From an optimization exercise on the open Yosys and OpenROAD flow, aimed at a short achievable clock period and few clock cycles; shortcuts taken in it are not production practice. In this exercise RTL edits were held to simulation tests only and were not proved equivalent to the original. Power is estimated from default activity; no workload was simulated.

**flow/design.v**
```verilog
module alu(a, b, ci, s, co);
   parameter W = 32;
   input  [W-1:0] a, b;
   input          ci;
   output [W-1:0] s;
   output         co;
   localparam L = (W > 16) ? 5 : (W > 8) ? 4 : (W > 4) ? 3 : 2;   
   wire [W-1:0]   g0 = a & b;
   wire [W-1:0]   p0 = a ^ b;
   wire [W-1:0]   G [0:L];
   wire [W-1:0]   P [0:L];
   assign G[0] = {g0[W-1:1], g0[0] | (p0[0] & ci)};
   assign P[0] = p0;
   genvar l, i;
   generate
      for (l = 0; l < L; l = l + 1) begin : lv
         for (i = 0; i < W; i = i + 1) begin : bt
            if (i >= (1 << l)) begin : cmb
               assign G[l+1][i] = G[l][i] | (P[l][i] & G[l][i - (1 << l)]);
               assign P[l+1][i] = P[l][i] & P[l][i - (1 << l)];
            end else begin : pas
               assign G[l+1][i] = G[l][i];
               assign P[l+1][i] = P[l][i];
            end
         end
      end
   endgenerate
   assign s  = p0 ^ {G[L][W-2:0], ci};
   assign co = G[L][W-1];
endmodule
module regfile(clk, we, wa, wd, q01, q02, q03, q04, q05, q06, q07, q08, q09, q10, q11, q12, q13, q14, q15, q16, q17, q18, q19, q20, q21, q22, q23, q24, q25, q26, q27, q28, q29, q30, q31);
   input         clk;
   input         we;
   input [4:0]   wa;
   input [31:0]  wd;
   output [31:0] q01;
   assign q01 = rf[1];
   output [31:0] q02;
   assign q02 = rf[2];
   output [31:0] q03;
   assign q03 = rf[3];
   output [31:0] q04;
   assign q04 = rf[4];
   output [31:0] q05;
   assign q05 = rf[5];
   output [31:0] q06;
   assign q06 = rf[6];
   output [31:0] q07;
   assign q07 = rf[7];
   output [31:0] q08;
   assign q08 = rf[8];
   output [31:0] q09;
   assign q09 = rf[9];
   output [31:0] q10;
   assign q10 = rf[10];
   output [31:0] q11;
   assign q11 = rf[11];
   output [31:0] q12;
   assign q12 = rf[12];
   output [31:0] q13;
   assign q13 = rf[13];
   output [31:0] q14;
   assign q14 = rf[14];
   output [31:0] q15;
   assign q15 = rf[15];
   output [31:0] q16;
   assign q16 = rf[16];
   output [31:0] q17;
   assign q17 = rf[17];
   output [31:0] q18;
   assign q18 = rf[18];
   output [31:0] q19;
   assign q19 = rf[19];
   output [31:0] q20;
   assign q20 = rf[20];
   output [31:0] q21;
   assign q21 = rf[21];
   output [31:0] q22;
   assign q22 = rf[22];
   output [31:0] q23;
   assign q23 = rf[23];
   output [31:0] q24;
   assign q24 = rf[24];
   output [31:0] q25;
   assign q25 = rf[25];
   output [31:0] q26;
   assign q26 = rf[26];
   output [31:0] q27;
   assign q27 = rf[27];
   output [31:0] q28;
   assign q28 = rf[28];
   output [31:0] q29;
   assign q29 = rf[29];
   output [31:0] q30;
   assign q30 = rf[30];
   output [31:0] q31;
   assign q31 = rf[31];
   reg [31:0]    rf [1:31];
   always @(posedge clk) begin
      if (we && wa != 5'd0)
        rf[wa] <= wd;
   end
endmodule
module mips( clk, rst, imem_addr, imem_dout, dmem_addr, dmem_din, dmem_be, dmem_wren, dmem_dout );
   input         clk;
   input         rst;
   output [31:0] imem_addr;
   input [31:0]  imem_dout;
   output [31:0] dmem_addr;
   output [31:0] dmem_din;
   output [3:0]  dmem_be;
   output        dmem_wren;
   input [31:0]  dmem_dout;
   wire [31:0]   rf_rd [0:31];
   wire          wb_en;
   wire [4:0]    wb_rd;
   wire [31:0]   wb_val;
   assign rf_rd[0] = 32'd0;
   regfile U_RF (.clk(clk), .we(wb_en), .wa(wb_rd), .wd(wb_val),
                 .q01(rf_rd[1]),  .q02(rf_rd[2]),  .q03(rf_rd[3]),  .q04(rf_rd[4]),
                 .q05(rf_rd[5]),  .q06(rf_rd[6]),  .q07(rf_rd[7]),  .q08(rf_rd[8]),
                 .q09(rf_rd[9]),  .q10(rf_rd[10]), .q11(rf_rd[11]), .q12(rf_rd[12]),
                 .q13(rf_rd[13]), .q14(rf_rd[14]), .q15(rf_rd[15]), .q16(rf_rd[16]),
                 .q17(rf_rd[17]), .q18(rf_rd[18]), .q19(rf_rd[19]), .q20(rf_rd[20]),
                 .q21(rf_rd[21]), .q22(rf_rd[22]), .q23(rf_rd[23]), .q24(rf_rd[24]),
                 .q25(rf_rd[25]), .q26(rf_rd[26]), .q27(rf_rd[27]), .q28(rf_rd[28]),
                 .q29(rf_rd[29]), .q30(rf_rd[30]), .q31(rf_rd[31]));
   reg [31:0]    pc;
   reg           d_valid;
   reg [31:0]    d_ir;
   reg [31:0]    d_pc4;
   reg           d_pred;      
   reg           d_far;       
   reg [31:1]    d_rs_oh, d_rt_oh;   
   reg [31:1]    rf_valid;           
   reg           d_fa_e, d_fa_m, d_fb_e, d_fb_m;
   reg           d_stall;
   reg           e_wr, e_load, e_store, e_beq, e_cin;
   reg [4:0]     e_rd, e_rt;
   reg [31:0]    e_a, e_b, e_bop;
   reg [31:0]    e_target;
   reg           m_wr, m_load;
   reg [4:0]     m_rd;
   reg [31:0]    m_res;
   reg [31:0]    dm_din;
   reg           dm_wren;
   wire [31:0]   e_sum;
   wire          e_co;
   alu #(32) U_ADD (.a(e_a), .b(e_bop), .ci(e_cin), .s(e_sum), .co(e_co));
   wire          e_taken = e_beq && (e_a == e_b);
   wire [31:0]   m_val = m_load ? dmem_dout : m_res;
   wire [5:0]    op = d_ir[31:26];
   wire [5:0]    fn = d_ir[5:0];
   wire [4:0]    rs = d_ir[25:21];
   wire [4:0]    rt = d_ir[20:16];
   wire [4:0]    rd = d_ir[15:11];
   wire [15:0]   imm = d_ir[15:0];
   wire          d_rtype = (op == 6'b000000);
   wire          d_addu  = d_rtype && (fn == 6'b100001);
   wire          d_subu  = d_rtype && (fn == 6'b100011);
   wire          d_ori   = (op == 6'b001101);
   wire          d_lw    = (op == 6'b100011);
   wire          d_sw    = (op == 6'b101011);
   wire          d_beq   = (op == 6'b000100);
   wire          d_same  = (rs == rt);           
   wire [4:0]    d_dst   = d_rtype ? rd : rt;
   wire          d_wr    = d_valid && (d_addu | d_subu | d_ori | d_lw) && (d_dst != 5'd0);
   wire          stall = d_valid && d_stall;
   wire          d_redirect = d_valid && d_pred && d_far;
   reg [31:0]    rf_a, rf_b;
   integer       k;
   always @(*) begin
      rf_a = 32'd0;
      rf_b = 32'd0;
      for (k = 1; k < 32; k = k + 1) begin
         rf_a = rf_a | (rf_rd[k] & {32{d_rs_oh[k]}});
         rf_b = rf_b | (rf_rd[k] & {32{d_rt_oh[k]}});
      end
   end
   wire [31:0]   d_a = (e_sum & {32{d_fa_e}}) | (m_val & {32{d_fa_m}}) | rf_a;
   wire [31:0]   d_b = (e_sum & {32{d_fb_e}}) | (m_val & {32{d_fb_m}}) | rf_b;
   wire [31:0]   d_zimm = {16'd0, imm};
   wire [31:0]   d_simm = {{16{imm[15]}}, imm};
   wire [31:0]   d_bop  = ((d_b ^ {32{d_subu}}) & {32{d_rtype}}) |
                          (d_zimm & ~d_a & {32{d_ori}}) |
                          (d_simm & {32{d_lw | d_sw}});
   wire [29:0]   d_tgt;
   wire          d_tco;
   alu #(30) U_TGT (.a(d_pc4[31:2]), .b(d_simm[29:0]), .ci(1'b0), .s(d_tgt), .co(d_tco));
   wire [31:0]   d_target = {d_tgt, 2'b00};
   wire [5:0]    f_op = imem_dout[31:26];
   wire [4:0]    f_rs = imem_dout[25:21];
   wire [4:0]    f_rt = imem_dout[20:16];
   wire          f_rtype = (f_op == 6'b000000);
   wire          f_beq = (f_op == 6'b000100);
   wire          f_j = (f_op == 6'b000010);
   wire          f_b = f_beq && (f_rs == f_rt);
   wire          f_use_rs = f_rtype | (f_op == 6'b001101) | (f_op == 6'b100011) |
                            (f_op == 6'b101011) | (f_beq & ~f_b);
   wire          f_use_rt = f_rtype | (f_beq & ~f_b);    
   wire [31:0]   pc4 = pc + 32'd4;
   wire [9:0]    f_blo;
   wire          f_bco;
   alu #(10) U_BLO (.a(pc4[11:2]), .b(imem_dout[9:0]), .ci(1'b0), .s(f_blo), .co(f_bco));
   wire          f_far = f_bco ? (imem_dout[15:10] != 6'h3f) : (imem_dout[15:10] != 6'h00);
   wire          y_wr = d_wr && !stall;            
   wire          y_ld = d_valid && d_lw && !stall;
   wire          f_fa_e = y_wr && (f_rs == d_dst);
   wire          f_fb_e = y_wr && (f_rt == d_dst);
   wire          f_fa_m = e_wr && (f_rs == e_rd);
   wire          f_fb_m = e_wr && (f_rt == e_rd);
   wire          f_stall = y_ld && y_wr &&
                 ((f_use_rs && f_rs == d_dst) || (f_use_rt && f_rt == d_dst));
   wire          pc_hold = e_taken | stall | d_redirect;
   wire [31:0]   pc_early = e_taken ? e_target : stall ? pc : d_target;
   wire [31:0]   pc_f = f_j ? {pc[31:28], imem_dout[25:0], 2'b00} :
                        f_b ? {pc4[31:12], f_blo, 2'b00} : pc4;
   always @(posedge clk) begin
      if (rst)
        pc <= 32'd0;
      else
        pc <= pc_hold ? pc_early : pc_f;
   end
   wire [31:1]   rf_valid_nx;
   genvar gv;
   generate
      for (gv = 1; gv < 32; gv = gv + 1) begin : vn
         assign rf_valid_nx[gv] = rf_valid[gv] | (wb_en && wb_rd == gv);
      end
   endgenerate
   always @(posedge clk) begin
      if (rst)
        rf_valid <= 31'd0;
      else
        rf_valid <= rf_valid_nx;
   end
   integer r;
   always @(posedge clk) begin
      if (rst || e_taken || d_redirect)
        d_valid <= 1'b0;
      else if (!stall)
        d_valid <= !f_j;
      if (stall) begin
         d_fa_e <= 1'b0;
         d_fb_e <= 1'b0;
         d_fa_m <= d_fa_e;
         d_fb_m <= d_fb_e;
         d_stall <= 1'b0;
         for (r = 1; r < 32; r = r + 1) begin
            d_rs_oh[r] <= (rs == r) && !d_fa_e && rf_valid_nx[r];
            d_rt_oh[r] <= (rt == r) && !d_fb_e && rf_valid_nx[r];
         end
      end else begin
         d_ir <= imem_dout;
         d_pc4 <= pc4;
         d_pred <= f_b;
         d_far <= f_far;
         d_fa_e <= f_fa_e;
         d_fb_e <= f_fb_e;
         d_fa_m <= f_fa_m && !f_fa_e;
         d_fb_m <= f_fb_m && !f_fb_e;
         d_stall <= f_stall;
         for (r = 1; r < 32; r = r + 1) begin
            d_rs_oh[r] <= (f_rs == r) && !f_fa_e && !f_fa_m && rf_valid_nx[r];
            d_rt_oh[r] <= (f_rt == r) && !f_fb_e && !f_fb_m && rf_valid_nx[r];
         end
      end
   end
   always @(posedge clk) begin
      if (rst || e_taken || stall || !d_valid) begin
         e_wr <= 1'b0; e_load <= 1'b0; e_store <= 1'b0; e_beq <= 1'b0;
      end else begin
         e_wr <= d_wr; e_load <= d_lw; e_store <= d_sw; e_beq <= d_beq && !d_same;
      end
      e_cin <= d_subu;
      e_rd <= d_dst;
      e_rt <= rt;
      e_a <= d_a;
      e_b <= d_b;
      e_bop <= d_bop;
      e_target <= d_target;
   end
   always @(posedge clk) begin
      if (rst) begin
         m_wr <= 1'b0; m_load <= 1'b0; dm_wren <= 1'b0;
      end else begin
         m_wr <= e_wr; m_load <= e_load; dm_wren <= e_store;
      end
      m_rd <= e_rd;
      m_res <= e_sum;
      dm_din <= (m_load && m_wr && m_rd == e_rt) ? dmem_dout : e_b;
   end
   assign wb_en  = m_wr;
   assign wb_rd  = m_rd;
   assign wb_val = m_val;
   assign imem_addr = pc;
   assign dmem_addr = m_res;
   assign dmem_din  = dm_din;
   assign dmem_wren = dm_wren;
   assign dmem_be   = 4'b1111;
endmodule
```
**flow/flow/run.sh**
```bash
#!/bin/bash
set -uo pipefail
bash standard.sh SETUP_SLACK_MARGIN=8.6 MATCH_CELL_FOOTPRINT=0 \
  "BUFFER_PORTS_ARGS=-buffer_cell sky130_fd_sc_hd__buf_6" finish > flow_standard.log 2>&1
st=$?
tail -5 flow_standard.log
exit $st
```
**flow/standard.sh**
```bash
#!/bin/bash
# synth_recipe.tcl (not shown) runs the flow's synth.tcl, then flattens the netlist and writes it again
# the make line also repeats each setting of config.mk as NAME=value (left out here)
make -C /OpenROAD-flow-scripts/flow DESIGN_CONFIG=/design/flow/config.mk WORK_HOME=/design/flow/orfs CLKGATE_MAP_FILE= SYNTH_SCRIPT=/design/flow/synth_recipe.tcl "${@:-finish}"
```
**flow/config.mk**
```make
export PLATFORM = sky130hd
export DESIGN_NAME = mips
export DESIGN_NICKNAME = mips
export VERILOG_FILES = /design/flow/design.v
export SDC_FILE = /design/flow/constraint.sdc
export NUM_CORES = 4
export LEC_CHECK = 0
export CAP_MARGIN = 20
export CELL_PAD_IN_SITES_DETAIL_PLACEMENT = 1
export CELL_PAD_IN_SITES_GLOBAL_PLACEMENT = 2
export CORE_MARGIN = 2
export CORE_UTILIZATION = 40
export PLACE_DENSITY = 0.6
export SLEW_MARGIN = 20
```
**flow/constraint.sdc**
```tcl
create_clock -name core_clock -period 12.0 [get_ports {clk}]
set_input_delay 2.4000 -clock core_clock [delete_from_list [all_inputs] [get_ports {clk}]]
set_output_delay 2.4000 -clock core_clock [all_outputs]
set_load 0.01 [all_outputs]
```
==> results.tsv, run 1 <==
stage	metric	value	unit
sta	min_period	3.75	ns
worst_setup_path	crit_path_max_incr_delay	0.42	ns
drt	wl	314000	um
sta	timing.hold.ws	0.442	ns
worst_setup_path	crit_chain	buf_6	
worst_setup_path	crit_fanout	3	
worst_setup_path	required	9.60	ns
floorplan	die_y	391	um
global_routing	grt_pass1_wl	417000	um
drt	route.detailed.drc	0	
power	p_leak	24.7	nW
worst_setup_path	worstSetupPathType	flip-flop to output port	
power	seqPwrFrac	49.3	%
power	p_sw	2.33	mW
power	vdd.ir_drop.worst	0.152	mV
global_routing	grt_max_degree	78	
synth	synthesis.area	59800	um2
sta	relSlewSlack	16.7	%
run	cap_violations	0	
placement	io_buffers	160	
floorplan	io_pins	167	
placement	postPlaceCellArea	64400	um2
worst_hold_path	hp-class	flip-flop to flip-flop	
power	p_total	10.5	mW
global_routing	grt_use_total	40.1	%
sta	fin_setup_tns	0	ns
drt	viasPerCell	7.24	
sta	grt_setup_unrepaired	true	
worst_setup_path	crit_path_top_delay_cell	dfxtp_4	
worst_setup_path	crit-reg2reg-launch	d_rt_oh[23]	
worst_setup_path	rrSetupSlack	8.56	ns
clock_tree	clk_pin_slew	0.06	ns
synth	ys_seq_elements	1398	
synth	synth-edff-count	1056	
clock_tree	numCtsBuffers	160	
sta	setup_viol	0	
worst_hold_path	min_to	m_load	
synth	postSynth.asyncResetShare	0	%
synth	ys_warn_count	5	
clock_tree	cts_tree	built	
drt	detail_route.wl_per_cell	46.0	um
worst_setup_path	reg2reg_to	e_bop[6]	
sta	fmax	267	MHz
drt	drt_pass1_iterations	6	
floorplan	die_x	391	um
clock_tree	root_buffer	clkbuf_16	
floorplan	num_rows	141	
worst_setup_path	start_kind	flip-flop	
synth	syn_inst	4524	
sta	min_period_over_period	31.2	%
placement	place.gp.congestion	0.881	
drt	drt.antenna.violating_nets	0	
sta	finClkSkew	0.0587	ns
clock_tree	clk_latency	0.84	ns
worst_setup_path	crit_family	flip-flops	
worst_setup_path	reg2reg_depth	8	
synth	synth_seq_area_share	64.5	%
sta	finalMaxSlewViolations	0	
final_layout	drive_above_1_share	20.6	%
global_routing	grt.overflow.total	0	
worst_setup_path	cp-end-kind	output port	
global_routing	grt_pass1_vias	48374	
final_layout	n_fill_cell	14721	
clock_tree	ctsHtreeMaxLevel	4	
power	internal-power	8.21	mW
worst_hold_path	min_from	e_load	
final_layout	layout.nets	4903	
floorplan	initial_utilization	40.4	%
sta	tightest_slew	1.25	ns
power	switching_share	22.1	%
final_layout	design_area	71400	um2
clock_tree	cts_hold_buf	0	
power	p_per_area	148	nW/um2
synth	synth_ff_type	edfxtp_1	
global_routing	antenna_found_initial	8	
run_status	status	timing/DRC/antenna clean	
clock_tree	cts_sinks	1398	
sta	hold_violations	0	
drt	drt-initial-drc-count	7782	
worst_setup_path	crit_buf_inv	1	
final_layout	areaGrowthSynthToFinish	19.5	%
synth	postSynthAreaPerCell	13.2	um2
power	combPwrFrac	2.4	%
floorplan	die-area	153000	um2
drt	num_vias	49426	
placement	hpwl	180000	um
worst_setup_path	crit_arrival	1.35	ns
synth	yosysUniqueCellTypes	96	
worst_hold_path	whs_path_depth	1	
floorplan	core	148000	um2
power	p_clk_share	48.3	%
clock_tree	clockBufferDepth	3	
==> worst max-delay path by stage <==
stage	from	endpoint	depth (start not counted)	slack, ns
after floorplan	imem_dout[0]	pc[10]	11	7.65
after CTS	m_res[3]	dmem_addr[3]	1	8.27
after detailed placement	dmem_dout[16]	e_bop[16]	8	7.20
after global routing	imem_dout[0]	pc[10]	12	8.15
final	m_res[2]	dmem_addr[2]	1	8.25
after global placement	dmem_dout[16]	e_bop[16]	8	6.69
==> timing repair <==
item                                    in CTS  in global routing
endpoints found under the hold margin        0                  0
cloned                                       5                  3
setup buffers                               52                 22
resized for setup                          197                 79
pin swaps                                   36                 56
endpoints found under the setup margin     193                167
==> cell usage after synthesis, drive strengths merged, types with 13 or more instances <==
cell,number,area [um2]
edfxtp,1056,31700
a22oi,607,4560
dfxtp,342,6850
nor2,295,1110
clkbuf,221,830
nand3,206,1030
a221oi,157,1390
a22o,152,1330
nand4,122,763
nand2,118,443
xnor2,95,832
o21ai,83,427
a21oi,73,365
ha,70,876
xor2,70,613
buf,68,342
a222oi,61,611
inv,61,234
nor3,60,322
mux2,57,642
or4,45,338
a221o,42,420
mux2i,41,423
o32a,32,320
a32oi,30,263
nor4,29,203
a21o,26,195
or3,26,163
a211oi,25,188
nand2b,21,131
nor2b,20,133
and3,18,113
nand3b,15,113
o21a,14,108
a31oi,13,96.3
nor3b,13,97.6
o211ai,13,97.6
==> power by group through the flow <==
stage               logic [mW]  registers, mW  clock network (mW)
floorplan                0.133           5.30                   0
global placement         0.225           5.31                   0
detailed placement       0.226           5.31                   0
CTS                      0.244           5.20                5.11
global route             0.272           5.20                5.28
finish                   0.254           5.20                5.09
==> state kept, by name, summed over array words and instances, names as in the netlist, 30 cells and up <==
register / cells
rf_valid: 31
d_ir: 32
e_bop: 32
d_rt_oh: 31
e_a: 32
m_res: 32
dm_din: 32
d_rs_oh: 31
e_b: 32
d_pc4: 30
e_target: 30
pc: 30
U_RF.rf: 992
==> final cells by class <==
type / count / area, um2 / area share (%)
Multi-Input combinational cell: 2782 / 20900 / 29.3
Tap cell: 1930 / 2410 / 3.38
Inverter: 61 / 241 / 0.338
Clock inverter: 83 / 925 / 1.29
Timing Repair Buffer: 360 / 3540 / 4.95
Sequential cell: 1398 / 38900 / 54.4
Clock buffer: 214 / 4500 / 6.29
Antenna cell: 2 / 5.00 / 0.00701
==> cell families after synthesis <==
| logic type | Yosys count | share of synthesized area, % |
|---|---|---|
| flip-flops | 1398 | 64.5 |
| multiplexers | 98 | 1.78 |
| AO/OA/AOI/OAI | 1422 | 18.7 |
| AND/OR/NAND/NOR | 1014 | 8.62 |
| XOR/XNOR | 165 | 2.42 |
| buffers and inverters | 351 | 2.36 |
| adder cells (fa/ha/maj) | 74 | 1.60 |
| other | 2 | 0.0126 |
==> routing by layer <==
layer  GRT usage (%)  part of all wire (%)  vias to the layer above
met5               0                 0.022                        -
met4            23.2                   7.4                       12
met3            10.4                    12                      973
met2            59.8                    43                     3842
met1            52.9                    38                    25582
li1                -                     -                    19017
==> cells in the final DEF, fill, tap and decap left out, types with 30 or more instances in the layout <==
| master | instances |
|---|---|
| edfxtp_1 | 1056 |
| a22oi_1 | 607 |
| nor2_1 | 248 |
| nand3_1 | 202 |
| dfxtp_1 | 182 |
| buf_4 | 175 |
| clkbuf_16 | 171 |
| buf_6 | 169 |
| a221oi_1 | 153 |
| a22o_1 | 152 |
| nand4_1 | 122 |
| dfxtp_2 | 113 |
| nand2_1 | 110 |
| xnor2_1 | 91 |
| xor2_1 | 70 |
| ha_1 | 68 |
| a21oi_1 | 67 |
| a222oi_1 | 61 |
| o21ai_0 | 53 |
| nor3_1 | 51 |
| inv_1 | 49 |
| dfxtp_4 | 47 |
| or4_1 | 43 |
| mux2_2 | 42 |
| a221o_1 | 42 |
| nor2_4 | 38 |
| mux2i_1 | 36 |
| clkbuf_1 | 33 |
| o32a_1 | 32 |
| a32oi_1 | 30 |
==> per-stage QoR <==
stage	setup slack, ns	std cells	utilization (%)
after floorplan	7.65	4528	-
after global placement	6.69	6448	43.5
after detailed placement	7.20	6448	43.5
after CTS	8.27	6802	47.9
after global routing	8.15	6828	48.3
final	8.25	6830	48.3
Testbench counts, summed over its fixed seeds: cycles 80,481.
==> inputs of run 2 (changes only) <==
--- a/flow/design.v
+++ b/flow/design.v
@@ -200,7 +200,11 @@
    wire          f_use_rt = f_rtype | (f_beq & ~f_b);    
    wire [31:0]   pc4 = pc + 32'd4;
-   wire [9:0]    f_blo;
-   wire          f_bco;
-   alu #(10) U_BLO (.a(pc4[11:2]), .b(imem_dout[9:0]), .ci(1'b0), .s(f_blo), .co(f_bco));
+   wire [4:0]    f_bl, f_bh0, f_bh1;
+   wire          f_blc, f_bhc0, f_bhc1;
+   alu #(5) U_BL  (.a(pc4[6:2]),  .b(imem_dout[4:0]), .ci(1'b0), .s(f_bl),  .co(f_blc));
+   alu #(5) U_BH0 (.a(pc4[11:7]), .b(imem_dout[9:5]), .ci(1'b0), .s(f_bh0), .co(f_bhc0));
+   alu #(5) U_BH1 (.a(pc4[11:7]), .b(imem_dout[9:5]), .ci(1'b1), .s(f_bh1), .co(f_bhc1));
+   wire [9:0]    f_blo = {f_blc ? f_bh1 : f_bh0, f_bl};
+   wire          f_bco = f_blc ? f_bhc1 : f_bhc0;
    wire          f_far = f_bco ? (imem_dout[15:10] != 6'h3f) : (imem_dout[15:10] != 6'h00);
    wire          y_wr = d_wr && !stall;            
==> run 2 against run 1 <==
  * Sequential share of layout area grew 0.65 points
  * Critical path type is now primary input to flip-flop
  * Cell area shrank 1.2%
  * Wire length grew 0.93%
  * Register-to-register slack lost 0.09 ns
  * Critical path depth grew 8
  * Combinational power shrank 2%
  * Largest cell class unchanged
  * Via count shrank 0.17%
==> results.tsv, run 2 <==
stage	metric	value	unit
run_status	status	timing/DRC/antenna clean	
floorplan	io_pins	167	
drt	viasPerCell	7.25	
synth	yosys.area.top_type	edfxtp_1	
synth	ys_top_cells_by_area	edfxtp_1, dfxtp_1, a22oi_1	
final_layout	largest_reg_flops	992	
power	p_sw	2.25	mW
power	p_leak	24.5	nW
clock_tree	ctsHtreeMaxLevel	4	
drt	wl	317000	um
synth	synthesis.area	59600	um2
clock_tree	clk_pin_slew	0.06	ns
drt	num_vias	49343	
clock_tree	cts_sinks	1398	
worst_hold_path	hp-class	flip-flop to flip-flop	
sta	setup_viol	0	
worst_setup_path	crit_path_max_incr_delay	0.58	ns
sta	fmax	266	MHz
worst_setup_path	crit_start	imem_dout[30]	
synth	synth_top_area_share	53.2	%
synth	syn_inst	4523	
global_routing	grt_pass1_vias	48525	
worst_setup_path	crit_arrival	4.40	ns
final_layout	top_register	U_RF.rf	
placement	io_buffers	160	
sta	tightest_slew	1.22	ns
synth	yosysUniqueCellTypes	81	
power	vdd.ir_drop.worst	0.146	mV
clock_tree	numCtsBuffers	157	
run	cap_violations	0	
final_layout	design_area	70600	um2
worst_setup_path	cp-end-kind	flip-flop	
global_routing	grt_max_degree	72	
floorplan	num_rows	141	
worst_setup_path	crit-reg2reg-launch	e_b[9]	
sta	timing.hold.ws	0.431	ns
final_layout	layout.nets	4893	
clock_tree	clockBufferDepth	3	
drt	drt_pass1_iterations	8	
power	p_clk_share	46.7	%
drt	drt.antenna.violating_nets	0	
sta	fin_setup_tns	0	ns
floorplan	die_y	390	um
sta	relSlewSlack	18.5	%
synth	postSynth.asyncResetShare	0	%
final_layout	drive_above_1_share	19.6	%
sta	min_period	3.75	ns
clock_tree	clk_latency	0.80	ns
sta	finClkSkew	0.0355	ns
worst_setup_path	crit_fanout	6	
floorplan	initial_utilization	40.3	%
synth	synth-edff-count	1056	
clock_tree	root_buffer	clkbuf_16	
worst_setup_path	critPathCapture	pc[21]	
global_routing	antenna_found_initial	5	
synth	yosysMostFrequentCell	edfxtp_1	
worst_setup_path	reg2reg_to	pc[31]	
global_routing	grt_use_total	40.6	%
sta	setup_slack	8.25	ns
clock_tree	cts_hold_buf	0	
synth	postSynthAreaPerCell	13.2	um2
worst_setup_path	crit_chain	buf_8 > or4_4 > buf_12 > or3b_4 > mux2i_1 > nor2_1 > a211oi_1 > o22ai_1 > nor2b_1	
worst_setup_path	worstSetupPathType	primary input to flip-flop	
global_routing	grt.overflow.total	0	
synth	ys_seq_elements	1398	
sta	finalMaxSlewViolations	0	
drt	drt-initial-drc-count	8572	
synth	synth_seq_area_share	64.7	%
power	switching_share	22.0	%
floorplan	die-area	152000	um2
worst_setup_path	required	12.65	ns
placement	dp_slack	6.46	ns
sta	min_period_over_period	31.3	%
placement	place.gp.congestion	0.881	
power	combPwrFrac	2.4	%
final_layout	final_common_cell	edfxtp_1	
worst_setup_path	start_kind	primary input	
synth	ys_warn_count	5	
floorplan	core	148000	um2
drt	detail_route.wl_per_cell	46.6	um
final_layout	most-common-layout-cells	edfxtp_1, a22oi_1, nor2_1, nand3_1, buf_4	
power	p_per_area	145	nW/um2
power	seqPwrFrac	50.9	%
placement	hpwl	180000	um
worst_setup_path	crit_path_top_delay_cell	or4_4	
power	internal-power	7.97	mW
worst_setup_path	reg2reg_depth	12	
drt	route.detailed.drc	0	
synth	synthTopCellsByCount	edfxtp_1, a22oi_1, dfxtp_1	
final_layout	areaGrowthSynthToFinish	18.4	%
sta	hold_violations	0	
worst_setup_path	rrSetupSlack	8.47	ns
sta	grt_setup_unrepaired	true	
synth	synth_ff_type	edfxtp_1	
clock_tree	cts_tree	built	
floorplan	die_x	390	um
global_routing	grt_pass1_wl	422000	um
placement	postPlaceCellArea	64200	um2
[run 2: cell types whose count changed after synthesis, sizes merged, moves of 15 or more]
cell,before,now
nand2,118,133
a22o,152,135
o32a,32,1
a32oi,30,63
a22oi,607,638
a221oi,157,137
[run 2: worst min-delay path by stage]
stage / from / to / slack, ns / cells after the start
6_report: e_rd[0] / m_rd[0] / 0.43 / 0
5_1_grt: e_rd[0] / m_rd[0] / 0.45 / 0
4_1_cts: e_rd[0] / m_rd[0] / 0.44 / 0
3_5_place_dp: e_rd[4] / m_rd[4] / 0.43 / 0
3_3_place_gp: e_load / m_load / 0.42 / 1
2_1_floorplan: d_ir[16] / e_rt[0] / 0.35 / 0
[run 2: cells by family after synthesis]
family,synth area share [%]
adders and majority gates,1.63
xor gates and xnor gates,2.15
buffers and inverters,2.32
DFF,64.7
and+or+nand+nor,8.40
other,0.0126
AOI/OAI and AO/OA,18.7
muxes,2.08
[run 2: cell type report]
class / count / area (um2)
clock inverter: 62 / 576
antenna: 1 / 2.50
multi-input combinational: 2776 / 20700
timing repair buffer: 356 / 3360
fill: 14786 / 77300
sequential: 1398 / 38800
clock buffer: 219 / 4380
inverter: 63 / 243
tap: 1930 / 2410
[run 2: power by group through the flow]
stage,clock [mW],sequential [mW],combinational [mW]
detailed placement,0,5.31,0.218
global placement,0,5.31,0.217
CTS,4.79,5.20,0.240
floorplan,0,5.30,0.127
finish,4.77,5.20,0.248
global route,4.97,5.20,0.266
[run 2: what timing repair did]
action | 4_1_cts | 5_1_grt
pin swaps | 36 | 34
setup buffers | 62 | 13
gates cloned | 5 | 2
endpoints found under the setup margin | 240 | 202
gates resized for setup | 182 | 69
[run 2: through the flow]
step                cells  total power, mW  utilization [%]
floorplan            4527             5.42                -
global placement     6439             5.53             43.4
detailed placement   6441             5.53             43.4
CTS                  6789             10.2             47.4
global route         6804             10.4             47.7
finish               6805             10.2             47.7
[run 2: worst max-delay path, delay by kind of cell]
kind            cells  cell delay [ns]
compound gates      2             0.31
buf+inv             2             0.26
mux                 1             0.18
simple gates        4             1.24
[run 2: layer usage]
metal  global-route usage [%]  wire length (um)  vias up
li1                         -                 -    18949
met1                     54.7            121000    25610
met2                     60.0            135000     3861
met3                     9.16             38200      915
met4                     23.8             22700        8
met5                    0.255                93        -
Testbench counts of run 2, summed over its fixed seeds: cycles 80,481.
==> inputs of run 3 (changes only) <==
--- a/flow/design.v
+++ b/flow/design.v
@@ -168,4 +168,5 @@
    wire          stall = d_valid && d_stall;
    wire          d_redirect = d_valid && d_pred && d_far;
+   wire          d_taken;     
    reg [31:0]    rf_a, rf_b;
    integer       k;
@@ -180,4 +181,12 @@
    wire [31:0]   d_a = (e_sum & {32{d_fa_e}}) | (m_val & {32{d_fa_m}}) | rf_a;
    wire [31:0]   d_b = (e_sum & {32{d_fb_e}}) | (m_val & {32{d_fb_m}}) | rf_b;
+   wire [31:0]   zt = e_a ^ e_bop;
+   wire [31:0]   zc = (e_a & e_bop) | ((e_a | e_bop) & zt);
+   wire          e_zero = (zt[0] == e_cin) && (zc[30:0] == zt[31:1]);
+   wire          m_zero = (m_res == 32'd0);
+   wire          z_e = (d_fa_e && rt == 5'd0) || (d_fb_e && rs == 5'd0);
+   wire          z_m = !m_load && ((d_fa_m && rt == 5'd0) || (d_fb_m && rs == 5'd0));
+   wire          d_res = d_valid && !stall && d_beq && !d_same && (z_e || z_m);
+   assign        d_taken = d_res && (z_e ? e_zero : m_zero);
    wire [31:0]   d_zimm = {16'd0, imm};
    wire [31:0]   d_simm = {{16{imm[15]}}, imm};
@@ -216,5 +225,5 @@
    wire          f_stall = y_ld && y_wr &&
                  ((f_use_rs && f_rs == d_dst) || (f_use_rt && f_rt == d_dst));
-   wire          pc_hold = e_taken | stall | d_redirect;
+   wire          pc_hold = e_taken | stall | d_redirect | d_taken;
    wire [31:0]   pc_early = e_taken ? e_target : stall ? pc : d_target;
    wire [31:0]   pc_f = f_j ? {pc[31:28], imem_dout[25:0], 2'b00} :
@@ -241,5 +250,5 @@
    integer r;
    always @(posedge clk) begin
-      if (rst || e_taken || d_redirect)
+      if (rst || e_taken || d_redirect || d_taken)
         d_valid <= 1'b0;
       else if (!stall)
@@ -275,5 +284,5 @@
          e_wr <= 1'b0; e_load <= 1'b0; e_store <= 1'b0; e_beq <= 1'b0;
       end else begin
-         e_wr <= d_wr; e_load <= d_lw; e_store <= d_sw; e_beq <= d_beq && !d_same;
+         e_wr <= d_wr; e_load <= d_lw; e_store <= d_sw; e_beq <= d_beq && !d_same && !d_res;
       end
       e_cin <= d_subu;
==> run 3 against run 2 <==
  * Still clean
  * Setup slack got worse by 0.10 ns
  * Register-to-register slack improved by 0.02 ns
  * Fmax decreased by 2.6%
  * Largest power group unchanged
==> results.tsv, run 3 <==
stage	metric	value	unit
worst_setup_path	crit_arrival	4.56	ns
floorplan	core	152000	um2
worst_setup_path	required	12.71	ns
clock_tree	cts_sinks	1398	
sta	relSlewSlack	19.2	%
power	internal-power	8.09	mW
global_routing	grt_pass1_vias	50389	
final_layout	drive_above_1_share	23.3	%
sta	min_period	3.85	ns
clock_tree	root_buffer	clkbuf_16	
synth	ys_warn_count	5	
worst_hold_path	hp-class	flip-flop to flip-flop	
drt	num_vias	51407	
sta	setup_viol	0	
synth	synth_xor_area_share	2.48	%
drt	detail_route.wl_per_cell	45.5	um
power	p_per_area	141	nW/um2
worst_setup_path	start_kind	primary input	
power	p_sw	2.34	mW
worst_setup_path	rrSetupSlack	8.49	ns
placement	postPlaceCellArea	66100	um2
worst_hold_path	min_from	e_rd[0]	
global_routing	grt.overflow.total	0	
final_layout	largest_reg_flops	992	
power	combPwrFrac	3.0	%
worst_setup_path	reg2reg_depth	10	
synth	synth_top_family_by_area	compound AO/OA/AOI/OAI gates	
global_routing	grt_max_degree	61	
sta	finClkSkew	0.0381	ns
synth	synth_compound_area_share	18.5	%
sta	hold_violations	0	
sta	fmax	259	MHz
worst_setup_path	crit-reg2reg-launch	e_a[26]	
synth	ys_top_cells_by_area	edfxtp_1, dfxtp_1, a22oi_1	
synth	synth_top_area_share	51.9	%
power	vdd.ir_drop.worst	0.147	mV
drt	wl	329000	um
placement	hpwl	191000	um
synth	synth_seq_area_share	63.1	%
synth	yosysUniqueCellTypes	98	
floorplan	die_y	395	um
worst_setup_path	crit_path_top_delay_cell	a311o_1	
synth	synth-edff-count	1056	
synth	synthTopCellsByCount	edfxtp_1, a22oi_1, dfxtp_1	
final_layout	areaGrowthSynthToFinish	21.2	%
power	p_leak	26.1	nW
clock_tree	clockBufferDepth	3	
final_layout	final_common_cell	edfxtp_1	
synth	postSynthAreaPerCell	12.9	um2
drt	viasPerCell	7.10	
sta	min_period_over_period	32.1	%
drt	drt-initial-drc-count	8358	
sta	tightest_slew	1.21	ns
power	p_clk_share	47.2	%
synth	synthSimpleGateAreaFrac	8.91	%
worst_setup_path	crit_buf_inv	2	
drt	drt_pass1_iterations	10	
floorplan	num_rows	143	
sta	grt_setup_unrepaired	true	
floorplan	die-area	156000	um2
final_layout	layout.nets	5246	
worst_setup_path	worstSetupPathType	primary input to flip-flop	
clock_tree	clk_pin_slew	0.06	ns
drt	drt.antenna.violating_nets	0	
floorplan	io_pins	167	
drt	route.detailed.drc	0	
synth	synthAdderAreaFrac	2.22	%
floorplan	initial_utilization	40.3	%
power	seqPwrFrac	49.8	%
worst_setup_path	crit_path_max_incr_delay	0.35	ns
floorplan	die_x	395	um
synth	synth_ff_type	edfxtp_1	
worst_setup_path	crit_chain	buf_16 > xor2_4 > nor4_4 > and3_4 > nor4b_4 > buf_4 > mux2i_1 > a211o_1 > a311o_1 > a21oi_2	
run_status	status	timing/DRC/antenna clean	
global_routing	grt_use_total	40.8	%
placement	io_buffers	160	
worst_setup_path	reg2reg_to	pc[23]	
final_layout	design_area	74100	um2
synth	syn_inst	4754	
synth	yosysMostFrequentCell	edfxtp_1	
placement	place.gp.congestion	0.885	
synth	yosys.area.top_type	edfxtp_1	
synth	ys_seq_elements	1398	
final_layout	n_fill_cell	15086	
synth	postSynth.asyncResetShare	0	%
synth	synth_mux_area_share	1.98	%
power	switching_share	22.5	%
power	p_total	10.4	mW
clock_tree	cts_tree	built	
global_routing	antenna_found_initial	12	
synth	synthesis.area	61100	um2
worst_hold_path	min_to	m_rd[0]	
worst_hold_path	whs_path_depth	0	
global_routing	grt_pass1_wl	438000	um
sta	timing.hold.ws	0.427	ns
sta	finalMaxSlewViolations	0	
clock_tree	clk_latency	0.81	ns
worst_setup_path	crit_fanout	3	
clock_tree	ctsHtreeMaxLevel	4	
clock_tree	cts_hold_buf	0	
run	cap_violations	0	
worst_setup_path	cp-end-kind	flip-flop	
final_layout	post-route-util	48.8	%
final_layout	most-common-layout-cells	edfxtp_1, a22oi_1, buf_4, nor2_1, nand3_1	
sta	fin_setup_tns	0	ns
clock_tree	numCtsBuffers	156	
final_layout	top_register	U_RF.rf	
worst_setup_path	crit_family	simple AND/OR/NAND/NOR gates	
==> run 3: cell types whose count changed in the layout (fill, tap and decap cells not counted), sizes merged, moves of 12 or more <==
| cell | delta |
|---|---|
| a22oi | +29 |
| a32oi | -51 |
| buf | +100 |
| clkbuf | -21 |
| clkinv | +20 |
| ha | +31 |
| inv | +74 |
| nand2 | +31 |
| nor2 | -26 |
| nor4 | +22 |
| o21a | +12 |
| o22a | +21 |
| xnor2 | +25 |
==> run 3: how the worst max path moves through the flow <==
stage                        startpoint  endpoint  slack, ns  depth (start not counted)
final                     imem_dout[20]     pc[3]       8.15                         10
after global routing      imem_dout[20]     pc[3]       8.10                         10
after CTS                 imem_dout[21]     pc[3]       8.21                          9
after detailed placement  imem_dout[20]     pc[3]       6.57                          9
after global placement    imem_dout[20]     pc[3]       6.59                          9
after floorplan           imem_dout[20]     pc[3]       7.68                          9
==> run 3: cell type report <==
cell class	count	area [um2]	share of cell area, %
flip-flops and latches	1398	38900	52.5
multi-input cells	2921	22600	30.6
repair buffers	458	4360	5.88
clock buffers	196	4240	5.73
well taps	2030	2540	3.43
clock inverters	90	881	1.19
inverters	139	531	0.716
diodes	5	12.5	0.0169
==> run 3: layer usage <==
metal  vias up  wire (um)  global-route usage [%]
met5         -        230                   0.739
met4        14      23000                    22.0
met3       999      38700                    9.92
met2      3989     142000                    61.6
met1     26569     125000                    54.0
li1      19836          -                       -
==> run 3: cells by family (layout without fill, tap and decap cells) <==
logic type,after synthesis,in the layout
AO/OA/AOI/OAI,1462,1462
flip-flops,1398,1398
AND/OR/NAND/NOR,1055,1056
buffers and inverters,446,883
XOR/XNOR,172,172
multiplexers,113,119
adder cells (fa/ha/maj),106,106
other,2,11
==> run 3: power groups by stage <==
stage / clock [mW] / sequential [mW] / combinational (mW)
floorplan: 0 / 5.29 / 0.154
global placement: 0 / 5.31 / 0.262
detailed placement: 0 / 5.31 / 0.262
CTS: 4.92 / 5.19 / 0.298
global route: 5.11 / 5.20 / 0.337
finish: 4.92 / 5.19 / 0.317
==> run 3: what timing repair did <==
| action | 4_1_cts | 5_1_grt |
|---|---|---|
| gates resized for setup | 269 | 125 |
| endpoints found under the setup margin | 216 | 210 |
| pin swaps | 66 | 73 |
| gates cloned | 6 | 5 |
| setup buffers | 124 | 41 |
==> run 3: through the flow <==
stage               setup slack (ns)  instances
floorplan                       7.68       4758
global placement                6.59       6769
detailed placement              6.57       6769
CTS                             8.21       7185
global route                    8.10       7232
finish                          8.15       7237
Testbench counts of run 3, summed over its fixed seeds: cycles 79,317.

## afterwards: timing with drivers on the ports
No port has a modelled driver above. Below, the same layouts with a new extraction and two added sets of constraints. Step 1, drivers: a clkbuf_16 drives clk and a buf_2 each remaining input, both assumed. Step 2, shift: input delay + t, output delay - t, t = (earliest + latest rising clock arrival at the registers) / 2. This alone moves slack from input paths to output paths. Three values: ideal ports, drivers, drivers and shift; two values: the first two.
run | t (ns) | slack for setup (ns) | worst hold slack (ns)
run 1 | 0.900 | 8.254 / 8.163 / 7.415 | 0.442 / 0.442 / 0.442
run 2 | 0.864 | 8.245 / 8.200 / 7.422 | 0.431 / 0.431 / 0.431
run 3 | 0.872 | 8.145 / 8.168 / 7.296 | 0.427 / 0.427 / 0.427
After both steps every run listed still meets setup and hold. For run 3, which loses most, drivers alone change the setup slack by +0.023 ns; drivers and shift together by -0.849 ns.
